From an optimization exercise on the open Yosys and OpenROAD flow, aimed at small area; shortcuts taken in it are not production practice. Only simulation tests tie the RTL to the original design; equivalence was not proved. The clock input has no modelled driver; a real chip could not lean on it and would need a root buffer or a full tree.

==> module UART_top, before the edit <==
module UART_top(
    input  clk,
    input  res,
    input  RX,
    output TX
);
localparam [12:0] T_RX   = 13'b1000100010000;
localparam [12:0] K5000  = 13'b1000010110000;
localparam [12:0] T_TX   = 13'b0000100101110;
localparam [12:0] M_TX   = 13'b1011011111101;   
localparam [12:0] KT5    = 13'b0110000010010;
localparam [12:0] KT5000 = 13'b0110010010010;
function [12:0] step(input [12:0] x);
  step = {x[11:0], x[12] ^ x[9] ^ x[7] ^ x[4]};
endfunction
localparam [12:0] P = 13'b1010101010101;
reg  [5:0]  sq;             
localparam [5:0] S0 = 6'b110000;
wire [5:0]  s     = sq ^ S0;
reg  [12:0] rcq;          
wire [12:0] rc    = rcq ^ P;
wire        rxd   = rc[0];
wire        idle  = s[5];
wire        init  = s[5] & s[4];
wire [2:0]  bi    = s[2:0];
wire        bop   = ~s[4] & ~s[3];
wire        ba    = s[3];
wire        bb    = s[4];
wire        first = s[4] & s[3];    
wire        b7    = s[2] & s[1] & s[0];
wire        rtc   = ((rc & 13'b1101111111111) == (T_RX & 13'b1101111111111));  
wire        wt    = ~idle & (rc[10:1] == 10'd0);   
wire        det   = wt & ~RX & rxd;
wire        samp  = ~idle & rtc;
wire        last  = samp & b7;
wire        leave = idle & rtc & s[3] & s[2];     
wire        clr   = last | leave;
always @(posedge clk or negedge res)
  if (~res) sq <= 6'd0;
  else if (init) sq <= {5'b10000, RX} ^ S0;
  else if (idle) begin
    if (rtc) sq <= (leave ? 6'b011000 : (RX ? {2'b10, s[3:0] + 4'd1} : 6'b100000)) ^ S0;
  end else if (det & first) sq <= S0;
  else if (samp) begin
    if (b7) sq <= {1'b0, s[3], bop, 3'd0} ^ S0;
    else sq <= {s[5:3], bi + 3'd1} ^ S0;
  end
wire [12:0] rs = step(rc);
always @(posedge clk) begin
  if (init | (rtc & ~clr)) rcq <= K5000 ^ P;
  else rcq <= {rs[12:10], rs[9] & ~clr, rs[8:6], rs[5] & ~clr, rs[4],
               rs[3] | (det & first), rs[2] | (det & ~first), rs[1] & ~wt,
               (wt | leave) ? RX : rs[0]} ^ P;
end
reg       o0, o2, c;
reg [7:0] R;            
wire ok  = ~(o2 & o0);
wire a   = R[0];
wire bx  = RX ^ o0;
wire f   = o2 ? (c ? (a | RX) : (a & RX)) : (a ^ bx ^ c);
wire co  = (a & bx) | (a & c) | (bx & c);
wire vf  = c & ~RX;
reg  [3:0]  t;          
reg  [12:0] tq;         
wire [12:0] tcnt = tq ^ P;
wire ttc    = ((tcnt & M_TX) == (T_TX & M_TX));  
wire rot    = t[3] & ttc;
wire tidle  = ~t[3] & ~t[2];       
always @(posedge clk) begin
  if (samp & bop) begin
    case (bi)
      3'd0: begin o0 <= RX; c <= 1'b1; end
      3'd1: o2 <= RX;
      3'd2: begin c <= c & (RX ^ o2); o2 <= RX; end
      3'd3: c <= c & RX;
      3'd7: begin o2 <= o2 | ~vf; o0 <= ~vf | (~o2 & o0); c <= o0; end
      default: c <= c & ~RX;
    endcase
  end
  if (samp & bb & ~o2) c <= co;
end
always @(posedge clk)
  if (idle & rtc) R <= {1'b0, R[7:1]};
  else if (rot) R <= {R[0], R[7:1]};
  else if (samp & ok & ba) R <= {RX, R[7:1]};
  else if (samp & ok & bb) R <= {f, R[7:1]};
always @(posedge clk or negedge res)
  if (~res) t <= 4'd0;
  else if (last & bb) t <= 4'd6;
  else if (~tidle & ttc) t <= t + 4'd1;
always @(posedge clk)
  if (tidle) tq <= KT5 ^ P;
  else if (ttc) tq <= KT5000 ^ P;
  else tq <= step(tcnt) ^ P;
assign TX = t[3] ? R[0] : ~t[0];    
endmodule
Settings: LEC_CHECK=0, CAP_MARGIN=20, CORE_MARGIN=2, CORE_UTILIZATION=40, SLEW_MARGIN=20; clock period 10.0 ns.
standard.sh (not shown) runs the stock make flow with config.mk's settings and CLKGATE_MAP_FILE= SYNTH_SCRIPT=/design/flow/synth_recipe.tcl, a recipe that flattens the netlist after the stock synthesis.
==> flow/flow/run.sh <==
#!/bin/bash
# Own layout flow: the standard flow (standard.sh, all ORFS steps), with:
#  - synthesis: the standard flow's own Yosys script (synth_recipe.tcl, ORFS synth.tcl),
#    except that ABC maps the logic with area-oriented scripts (written to abc/) and
#    the smallest result is kept (flow/abc_multi.tcl), and ORFS's adder
#    extraction is off.  The scripts are first tried in four parallel
#    synthesis runs (try0..try3, logs in try*.log and try*/logs/); the layout's
#    synthesis then runs the best one.  Flip-flops are mapped before ABC, so the
#    registers, their names and cell types are those of the standard synthesis;
#  - the smallest buffer (buf_1) on the input and output ports;
#  - the clock port drives a few clock buffers, each at the centroid of its
#    cluster of flip-flops (flow/cts_pre.tcl, flow/clk_split.tcl), in place of
#    TritonCTS's H-tree.
# The layout's make output goes to flow_make.log; each step's tool log to orfs/logs/.
set -euo pipefail

W=$PWD
F=$W/flow
sed -e "/^source \$::env(SCRIPTS_DIR)\/synth_preamble.tcl/a source $F/abc_multi.tcl" \
    -e 's/^  log_cmd abc {\*}\$abc_args/  abc_multi $abc_args/' \
  "$FLOW_HOME/scripts/synth.tcl" > "$W/synth_multi.tcl"
[ "$(grep -c 'abc_multi' "$W/synth_multi.tcl")" = 2 ]
sed "s#source \$::env(SCRIPTS_DIR)/synth.tcl#source $W/synth_multi.tcl#" "$W/synth_recipe.tcl" > "$W/my_synth.tcl"
grep -q "synth_multi.tcl" "$W/my_synth.tcl"

# the ABC scripts: plain area mapping, and DAG-aware resynthesis (&deepsyn)
# with several seeds before area mapping, once or twice in a row
A=$W/abc
mkdir -p "$A"
R2='balance\nrewrite\nrefactor\nbalance\nrewrite\nrewrite -z\nbalance\nrefactor -z\nrewrite -z\nbalance\n'
printf 'strash\ndch -f\namap\nstrash\ndch -f\namap\nstrash\ndch -f\namap\n' > "$A/a1.abc"
printf 'strash\ndch -f\namap\nstrash\ndch -f\namap\n' > "$A/a2.abc"
printf "strash\n${R2}dch -f\namap\nstrash\ndch -f\namap\n" > "$A/a3.abc"
printf 'strash\n&get -n\n&deepsyn -J 1000\n&put\ndch -f\namap\n' > "$A/j1000.abc"
for S in 0 1 2 3 4 5 6 7 8 9 10; do
  printf 'strash\n&get -n\n&deepsyn -J 200 -S %d\n&put\ndch -f\namap\n' $S > "$A/d$S.abc"
  printf 'strash\n&get -n\n&deepsyn -J 200 -S %d\n&put\ndch\namap\n' $S > "$A/e$S.abc"
done
for S in 1 2 3 4 5 6 7 8; do
  printf 'strash\n&get -n\n&deepsyn -J 200\n&put\ndch\namap\nstrash\n&get -n\n&deepsyn -J 200 -S %d\n&put\ndch\namap\n' $S > "$A/c$S.abc"
  printf 'strash\n&get -n\n&deepsyn -J 200 -S 8\n&put\ndch\namap\nstrash\n&get -n\n&deepsyn -J 200 -S %d\n&put\ndch -f\namap\n' $S > "$A/g$S.abc"
done

# try the ABC scripts in four parallel synthesis runs
scripts=("$A"/*.abc)
for i in 0 1 2 3; do
  group=""
  for ((j = i; j < ${#scripts[@]}; j += 4)); do group="$group ${scripts[j]}"; done
  make -C "$FLOW_HOME" DESIGN_CONFIG="$W/config.mk" WORK_HOME="$W/try$i" CLKGATE_MAP_FILE= \
    SYNTH_SCRIPT="$W/my_synth.tcl" "MY_ABC_SCRIPTS=$group" ADDER_MAP_FILE= synth > "$W/try$i.log" 2>&1 &
done
wait
grep -h '^abc_multi: /.* area ' "$W"/try*/logs/*/*/*/1_2_yosys.log | sort -t' ' -k4,4g -k2,2 > "$W/abc_tries.txt"
best=$(head -1 "$W/abc_tries.txt" | cut -d' ' -f2)
[ -f "$best" ]
echo "best ABC script: $best" >> "$W/abc_tries.txt"

bash "$W/standard.sh" SYNTH_SCRIPT="$W/my_synth.tcl" "MY_ABC_SCRIPTS=$best" ADDER_MAP_FILE= \
  "BUFFER_PORTS_ARGS=-buffer_cell sky130_fd_sc_hd__buf_1" PRE_CTS_TCL="$F/cts_pre.tcl" \
  finish > "$W/flow_make.log" 2>&1
Other scripts of this flow, unchanged in this note and not shown: flow/flow/abc_multi.tcl, flow/flow/clk_split.tcl, flow/flow/cts_pre.tcl
The first run went through all stages and came out clean.
==> next run, changes <==
==> flow/design.v (replaced) <==
`timescale 1ns/10ps
module UART_top(
    input  clk,
    input  res,
    input  RX,
    output TX
);
localparam [12:0] T_RX   = 13'b1000100010000;
localparam [12:0] K5000  = 13'b1000010110000;
localparam [12:0] T_TX   = 13'b0000100101110;
localparam [12:0] M_TX   = 13'b1011011111101;   
localparam [12:0] KT5    = 13'b0110000010010;
localparam [12:0] KT5000 = 13'b0110010010010;
function [12:0] step(input [12:0] x);
  step = {x[11:0], x[12] ^ x[9] ^ x[7] ^ x[4]};
endfunction
localparam [12:0] P = 13'b1010101010101;
reg  [5:0]  s;
reg  [12:0] rcq;          
wire [12:0] rc    = rcq ^ P;
wire        rxd   = rc[0];
wire        idle  = s[5];
wire        init  = s[5] & s[4];
wire [1:0]  bc    = s[4:3];
wire [2:0]  bi    = s[2:0];
wire        rtc   = (rc == T_RX);
wire        wt    = ~idle & (rc[12:1] == 12'd0);
wire        det   = wt & ~RX & rxd;
wire        first = (bc == 2'd3);
wire        samp  = ~idle & rtc;
wire        last  = samp & (bi == 3'd7);
wire        leave = idle & rtc & (s[3:0] == 4'd12);
wire        clr   = last | leave;
always @(posedge clk or negedge res)
  if (~res) s <= 6'b110000;
  else if (init) s <= {5'b10000, RX};
  else if (idle) begin
    if (rtc) s <= leave ? 6'b011000 : (RX ? {2'b10, s[3:0] + 4'd1} : 6'b100000);
  end else if (det & first) s <= 6'b000000;
  else if (samp) begin
    if (bi == 3'd7) s <= {1'b0, (bc == 2'd2) ? 2'd0 : bc + 2'd1, 3'd0};
    else s <= s + 6'd1;
  end
wire [12:0] rs = step(rc);
always @(posedge clk) begin
  if (init | (rtc & ~clr)) rcq <= K5000 ^ P;
  else rcq <= {rs[12:10], rs[9] & ~clr, rs[8:6], rs[5] & ~clr, rs[4],
               rs[3] | (det & first), rs[2] | (det & ~first), rs[1] & ~wt,
               (wt | leave) ? RX : rs[0]} ^ P;
end
reg       o0, o2, c;
reg [7:0] R;            
wire ok  = ~(o2 & o0);
wire a   = R[0];
wire bb  = RX ^ o0;
wire f   = o2 ? (c ? (a | RX) : (a & RX)) : (a ^ bb ^ c);
wire co  = (a & bb) | (a & c) | (bb & c);
wire vf  = c & ~RX;
reg  [3:0]  t;          
reg  [12:0] tq;         
wire [12:0] tcnt = tq ^ P;
wire ttc    = ((tcnt & M_TX) == (T_TX & M_TX));  
wire rot    = t[3] & ttc;
always @(posedge clk) begin
  if (samp & (bc == 2'd0)) begin
    case (bi)
      3'd0: begin o0 <= RX; c <= 1'b1; end
      3'd1: o2 <= RX;
      3'd2: begin c <= c & (RX ^ o2); o2 <= RX; end
      3'd3: c <= c & RX;
      3'd7: begin o2 <= o2 | ~vf; o0 <= ~vf | (~o2 & o0); c <= o0; end
      default: c <= c & ~RX;
    endcase
  end
  if (samp & (bc == 2'd2) & ~o2) c <= co;
end
always @(posedge clk)
  if (idle & rtc) R <= {1'b0, R[7:1]};
  else if (rot) R <= {R[0], R[7:1]};
  else if (samp & ok & (bc == 2'd1)) R <= {RX, R[7:1]};
  else if (samp & ok & (bc == 2'd2)) R <= {f, R[7:1]};
always @(posedge clk or negedge res)
  if (~res) t <= 4'd0;
  else if (last & (bc == 2'd2)) t <= 4'd6;
  else if ((t != 4'd0) & ttc) t <= t + 4'd1;
always @(posedge clk)
  if (t == 4'd0) tq <= KT5 ^ P;
  else if (ttc) tq <= KT5000 ^ P;
  else tq <= step(tcnt) ^ P;
assign TX = t[3] ? R[0] : (t != 4'd7);
endmodule
- flip-flop and latch count is unchanged
- wire length came out lower by 1.2%
- die area came out higher by 0.52%
- global-route usage came out higher by 0.11 points
- final cell count came out higher by 0.39%
- sequential share of layout area came out lower by 0.16 points
- design area came out higher by 0.52%
No run of this note takes its clock network from TritonCTS; it comes from the design's own scripts or RTL.

---

## v6
Another version of the RTL of UART_top (not shown whole).
Size: roughly 0.0018 sq mm of cells after synthesis.
==> module UART_top, before the edit <==
module UART_top(
    input  clk,
    input  res,
    input  RX,
    output TX
);
localparam [12:0] T_RX   = 13'b1000100010000;
localparam [12:0] K5000  = 13'b1000010110000;
localparam [12:0] T_TX   = 13'b0000000101100;
localparam [12:0] M_TX   = 13'b1011111010011;   
localparam [12:0] KT5    = 13'b0101000000010;
localparam [12:0] KT5000 = 13'b1001001001100;
function [12:0] step(input [12:0] x);
  step = {x[11:0], x[12] ^ x[9] ^ x[7] ^ x[4]};
endfunction
localparam [12:0] P = 13'b1010101010101;
reg  [5:0]  sq;             
localparam [5:0] S0 = 6'b110000;
wire [5:0]  s     = sq ^ S0;
reg  [12:0] rcq;          
wire [12:0] rc    = rcq ^ P;
wire        rxd   = rc[0];
wire        idle  = s[5];
wire        init  = s[5] & s[4];
wire [2:0]  bi    = s[2:0];
wire        bop   = ~s[4] & ~s[3];
wire        ba    = s[3];
wire        bb    = s[4];
wire        first = s[4] & s[3];    
wire        b7    = s[2] & s[1] & s[0];
wire        rtc   = ((rc & 13'b1101111111111) == (T_RX & 13'b1101111111111));  
wire        wt    = ~idle & (rc[10:1] == 10'd0);   
wire        det   = wt & ~RX & rxd;
wire        samp  = ~idle & rtc;
wire        last  = samp & b7;
wire        leave = idle & rtc & s[3] & s[2];     
wire        clr   = last | leave;
always @(posedge clk or negedge res)
  if (~res) sq <= 6'd0;
  else if (init) sq <= {5'b10000, RX} ^ S0;
  else if (idle) begin
    if (rtc) sq <= (leave ? 6'b011000 : (RX ? {2'b10, s[3:0] + 4'd1} : 6'b100000)) ^ S0;
  end else if (det & first) sq <= S0;
  else if (samp) begin
    if (b7) sq <= {1'b0, s[3], bop, 3'd0} ^ S0;
    else sq <= {s[5:3], bi + 3'd1} ^ S0;
  end
wire [12:0] rs = step(rc);
always @(posedge clk) begin
  if (init | (rtc & ~clr)) rcq <= K5000 ^ P;
  else rcq <= {rs[12:10], rs[9] & ~clr, rs[8:6], rs[5] & ~clr, rs[4],
               rs[3] | (det & first), rs[2] | (det & ~first), rs[1] & ~wt,
               (wt | leave) ? RX : rs[0]} ^ P;
end
reg       o0, o2, c;
reg [7:0] R;            
wire ok  = ~(o2 & o0);
wire a   = R[0];
wire bx  = RX ^ o0;
wire f   = o2 ? (c ? (a | RX) : (a & RX)) : (a ^ bx ^ c);
wire co  = (a & bx) | (a & c) | (bx & c);
wire vf  = c & ~RX;
reg  [3:0]  t;          
reg  [12:0] tq;         
wire [12:0] tcnt = tq ^ P;
wire ttc    = ((tcnt & M_TX) == (T_TX & M_TX));  
wire rot    = t[3] & ttc;
wire tidle  = ~t[3] & ~t[2];       
always @(posedge clk) begin
  if (samp & bop) begin
    case (bi)
      3'd0: begin o0 <= RX; c <= 1'b1; end
      3'd1: o2 <= RX;
      3'd2: begin c <= c & (RX ^ o2); o2 <= RX; end
      3'd3: c <= c & RX;
      3'd7: begin o2 <= o2 | ~vf; o0 <= ~vf | (~o2 & o0); c <= o0; end
      default: c <= c & ~RX;
    endcase
  end
  if (samp & bb & ~o2) c <= co;
end
always @(posedge clk)
  if (idle & rtc) R <= {1'b0, R[7:1]};
  else if (rot) R <= {R[0], R[7:1]};
  else if (samp & ok & ba) R <= {RX, R[7:1]};
  else if (samp & ok & bb) R <= {f, R[7:1]};
always @(posedge clk or negedge res)
  if (~res) t <= 4'd0;
  else if (last & bb) t <= 4'd6;
  else if (~tidle & ttc) t <= t + 4'd1;
always @(posedge clk)
  if (tidle) tq <= KT5 ^ P;
  else if (ttc) tq <= KT5000 ^ P;
  else tq <= step(tcnt) ^ P;
assign TX = t[3] ? R[0] : ~t[0];    
endmodule
export LEC_CHECK = 0
export CAP_MARGIN = 20
export CORE_MARGIN = 2
export CORE_UTILIZATION = 40
export SLEW_MARGIN = 20
create_clock -name core_clock -period 10.0 [get_ports {clk}]
==> flow/flow/run.sh <==
#!/bin/bash
# Own layout flow: the standard flow (standard.sh, all ORFS steps), with:
#  - synthesis: the standard flow's own Yosys script (synth_recipe.tcl, ORFS synth.tcl),
#    except that ABC maps the logic with area-oriented scripts (written to abc/) and
#    the smallest result is kept (flow/abc_multi.tcl), and ORFS's adder
#    extraction is off.  The scripts are first tried in four parallel
#    synthesis runs (try0..try3, logs in try*.log and try*/logs/); the layout's
#    synthesis then runs the best one.  Flip-flops are mapped before ABC, so the
#    registers, their names and cell types are those of the standard synthesis;
#  - the smallest buffer (buf_1) on the input and output ports;
#  - the clock port drives a few clock buffers, each at the centroid of its
#    cluster of flip-flops (flow/cts_pre.tcl, flow/clk_split.tcl), in place of
#    TritonCTS's H-tree.
# The layout's make output goes to flow_make.log; each step's tool log to orfs/logs/.
set -euo pipefail

W=$PWD
F=$W/flow
sed -e "/^source \$::env(SCRIPTS_DIR)\/synth_preamble.tcl/a source $F/abc_multi.tcl" \
    -e 's/^  log_cmd abc {\*}\$abc_args/  abc_multi $abc_args/' \
  "$FLOW_HOME/scripts/synth.tcl" > "$W/synth_multi.tcl"
[ "$(grep -c 'abc_multi' "$W/synth_multi.tcl")" = 2 ]
sed "s#source \$::env(SCRIPTS_DIR)/synth.tcl#source $W/synth_multi.tcl#" "$W/synth_recipe.tcl" > "$W/my_synth.tcl"
grep -q "synth_multi.tcl" "$W/my_synth.tcl"

# the ABC scripts: plain area mapping, and DAG-aware resynthesis (&deepsyn)
# with several seeds before area mapping, once or twice in a row
A=$W/abc
mkdir -p "$A"
R2='balance\nrewrite\nrefactor\nbalance\nrewrite\nrewrite -z\nbalance\nrefactor -z\nrewrite -z\nbalance\n'
printf 'strash\ndch -f\namap\nstrash\ndch -f\namap\nstrash\ndch -f\namap\n' > "$A/a1.abc"
printf 'strash\ndch -f\namap\nstrash\ndch -f\namap\n' > "$A/a2.abc"
printf "strash\n${R2}dch -f\namap\nstrash\ndch -f\namap\n" > "$A/a3.abc"
printf 'strash\n&get -n\n&deepsyn -J 1000\n&put\ndch -f\namap\n' > "$A/j1000.abc"
for S in 0 1 2 3 4 5 6 7 8 9 10 11 12 13 14 15; do
  printf 'strash\n&get -n\n&deepsyn -J 200 -S %d\n&put\ndch -f\namap\n' $S > "$A/d$S.abc"
  printf 'strash\n&get -n\n&deepsyn -J 200 -S %d\n&put\ndch\namap\n' $S > "$A/e$S.abc"
done
for S in 1 2 3 4 5 6 7 8 9 10 11 12; do
  printf 'strash\n&get -n\n&deepsyn -J 200\n&put\ndch\namap\nstrash\n&get -n\n&deepsyn -J 200 -S %d\n&put\ndch\namap\n' $S > "$A/c$S.abc"
  printf 'strash\n&get -n\n&deepsyn -J 200 -S 8\n&put\ndch\namap\nstrash\n&get -n\n&deepsyn -J 200 -S %d\n&put\ndch -f\namap\n' $S > "$A/g$S.abc"
done

# try the ABC scripts in four parallel synthesis runs
scripts=("$A"/*.abc)
for i in 0 1 2 3; do
  group=""
  for ((j = i; j < ${#scripts[@]}; j += 4)); do group="$group ${scripts[j]}"; done
  make -C "$FLOW_HOME" DESIGN_CONFIG="$W/config.mk" WORK_HOME="$W/try$i" CLKGATE_MAP_FILE= \
    SYNTH_SCRIPT="$W/my_synth.tcl" "MY_ABC_SCRIPTS=$group" ADDER_MAP_FILE= synth > "$W/try$i.log" 2>&1 &
done
wait
grep -h '^abc_multi: /.* area ' "$W"/try*/logs/*/*/*/1_2_yosys.log | sort -t' ' -k4,4g -k2,2 > "$W/abc_tries.txt"
best=$(head -1 "$W/abc_tries.txt" | cut -d' ' -f2)
[ -f "$best" ]
echo "best ABC script: $best" >> "$W/abc_tries.txt"

bash "$W/standard.sh" SYNTH_SCRIPT="$W/my_synth.tcl" "MY_ABC_SCRIPTS=$best" ADDER_MAP_FILE= \
  "BUFFER_PORTS_ARGS=-buffer_cell sky130_fd_sc_hd__buf_1" PRE_CTS_TCL="$F/cts_pre.tcl" \
  finish > "$W/flow_make.log" 2>&1
Other scripts of this flow, unchanged in this note and not shown: flow/flow/abc_multi.tcl, flow/flow/clk_split.tcl, flow/flow/cts_pre.tcl
## Diff of input files: v7 against v6
--- a/flow/design.v
+++ b/flow/design.v
@@ -4,16 +4,16 @@
     input  res,
     input  RX,
     output TX
 );
 localparam [12:0] T_RX   = 13'b1000100010000;
 localparam [12:0] K5000  = 13'b1000010110000;
-localparam [12:0] T_TX   = 13'b0000000101100;
-localparam [12:0] M_TX   = 13'b1011111010011;   
-localparam [12:0] KT5    = 13'b0101000000010;
-localparam [12:0] KT5000 = 13'b1001001001100;
+localparam [12:0] T_TX   = 13'b0000100101110;
+localparam [12:0] M_TX   = 13'b1011011111101;   
+localparam [12:0] KT5    = 13'b0110000010010;
+localparam [12:0] KT5000 = 13'b0110010010010;
 function [12:0] step(input [12:0] x);
   step = {x[11:0], x[12] ^ x[9] ^ x[7] ^ x[4]};
 endfunction
 localparam [12:0] P = 13'b1010101010101;
 reg  [5:0]  sq;             
 localparam [5:0] S0 = 6'b110000;
@@ -24,27 +24,27 @@
 wire        idle  = s[5];
 wire        init  = s[5] & s[4];
 wire [2:0]  bi    = s[2:0];
 wire        bop   = ~s[4] & ~s[3];
 wire        ba    = s[3];
 wire        bb    = s[4];
-wire        first = s[4] & s[3];    
 wire        b7    = s[2] & s[1] & s[0];
+wire        first = b7;             
 wire        rtc   = ((rc & 13'b1101111111111) == (T_RX & 13'b1101111111111));  
 wire        wt    = ~idle & (rc[10:1] == 10'd0);   
 wire        det   = wt & ~RX & rxd;
 wire        samp  = ~idle & rtc;
 wire        last  = samp & b7;
 wire        leave = idle & rtc & s[3] & s[2];     
 wire        clr   = last | leave;
 always @(posedge clk or negedge res)
   if (~res) sq <= 6'd0;
   else if (init) sq <= {5'b10000, RX} ^ S0;
   else if (idle) begin
-    if (rtc) sq <= (leave ? 6'b011000 : (RX ? {2'b10, s[3:0] + 4'd1} : 6'b100000)) ^ S0;
-  end else if (det & first) sq <= S0;
+    if (rtc) sq <= (leave ? 6'b000111 : (RX ? {2'b10, s[3:0] + 4'd1} : 6'b100000)) ^ S0;
+  end else if (det & first) sq <= {s[5:3], 3'd0} ^ S0;
   else if (samp) begin
     if (b7) sq <= {1'b0, s[3], bop, 3'd0} ^ S0;
     else sq <= {s[5:3], bi + 3'd1} ^ S0;
   end
 wire [12:0] rs = step(rc);
 always @(posedge clk) begin
## What came out
- v7 vs v6 — placement-stage worst setup slack dropped 0.14 ns.
- In summary, v7 completed successfully, with a layout that passed the timing, design-rule and antenna checks.
- v6 → v7: data arrival time of the critical path now sits higher, critical path depth now sits higher, global-route met3 utilization now sits higher, non-clock inverter total of the final layout now sits higher.
- First-iteration DRC count, v6 and v7, lower one = v6.
In every run of this note, the design's own scripts or RTL, not TritonCTS, make the clock network.

==> port drivers added, routing unchanged <==
The results above use ideal ports. As a check the final layouts listed here were re-extracted and re-timed, cells and wires unchanged. Step 1 sets driving cells, clkbuf_16 on the clock port and buf_2 on the other inputs (assumed; they add their load-dependent delay and slew). Step 2 also shifts input and output timing later by t, the mid clock arrival at the registers, as if the neighbouring blocks saw the same clock. Slacks: ideal / step 1 / step 2; pairs: ideal / step 1.
run | t, ns | setup slack, ns | latest minus earliest clock arrival (ns) | pins driven straight from the clock port
the first run of note 1 | 0.192 | 6.394 / 6.419 / 6.227 | 0.042 / 0.041 | 3
the second run of note 1 | 0.192 | 6.617 / 6.639 / 6.447 | 0.022 / 0.022 | 3
v6 | 0.193 | 6.544 / 6.567 / 6.374 | 0.013 / 0.012 | 3
v7 | 0.196 | 6.450 / 6.476 / 6.280 | 0.021 / 0.020 | 3
After both steps every run listed still meets setup and hold.
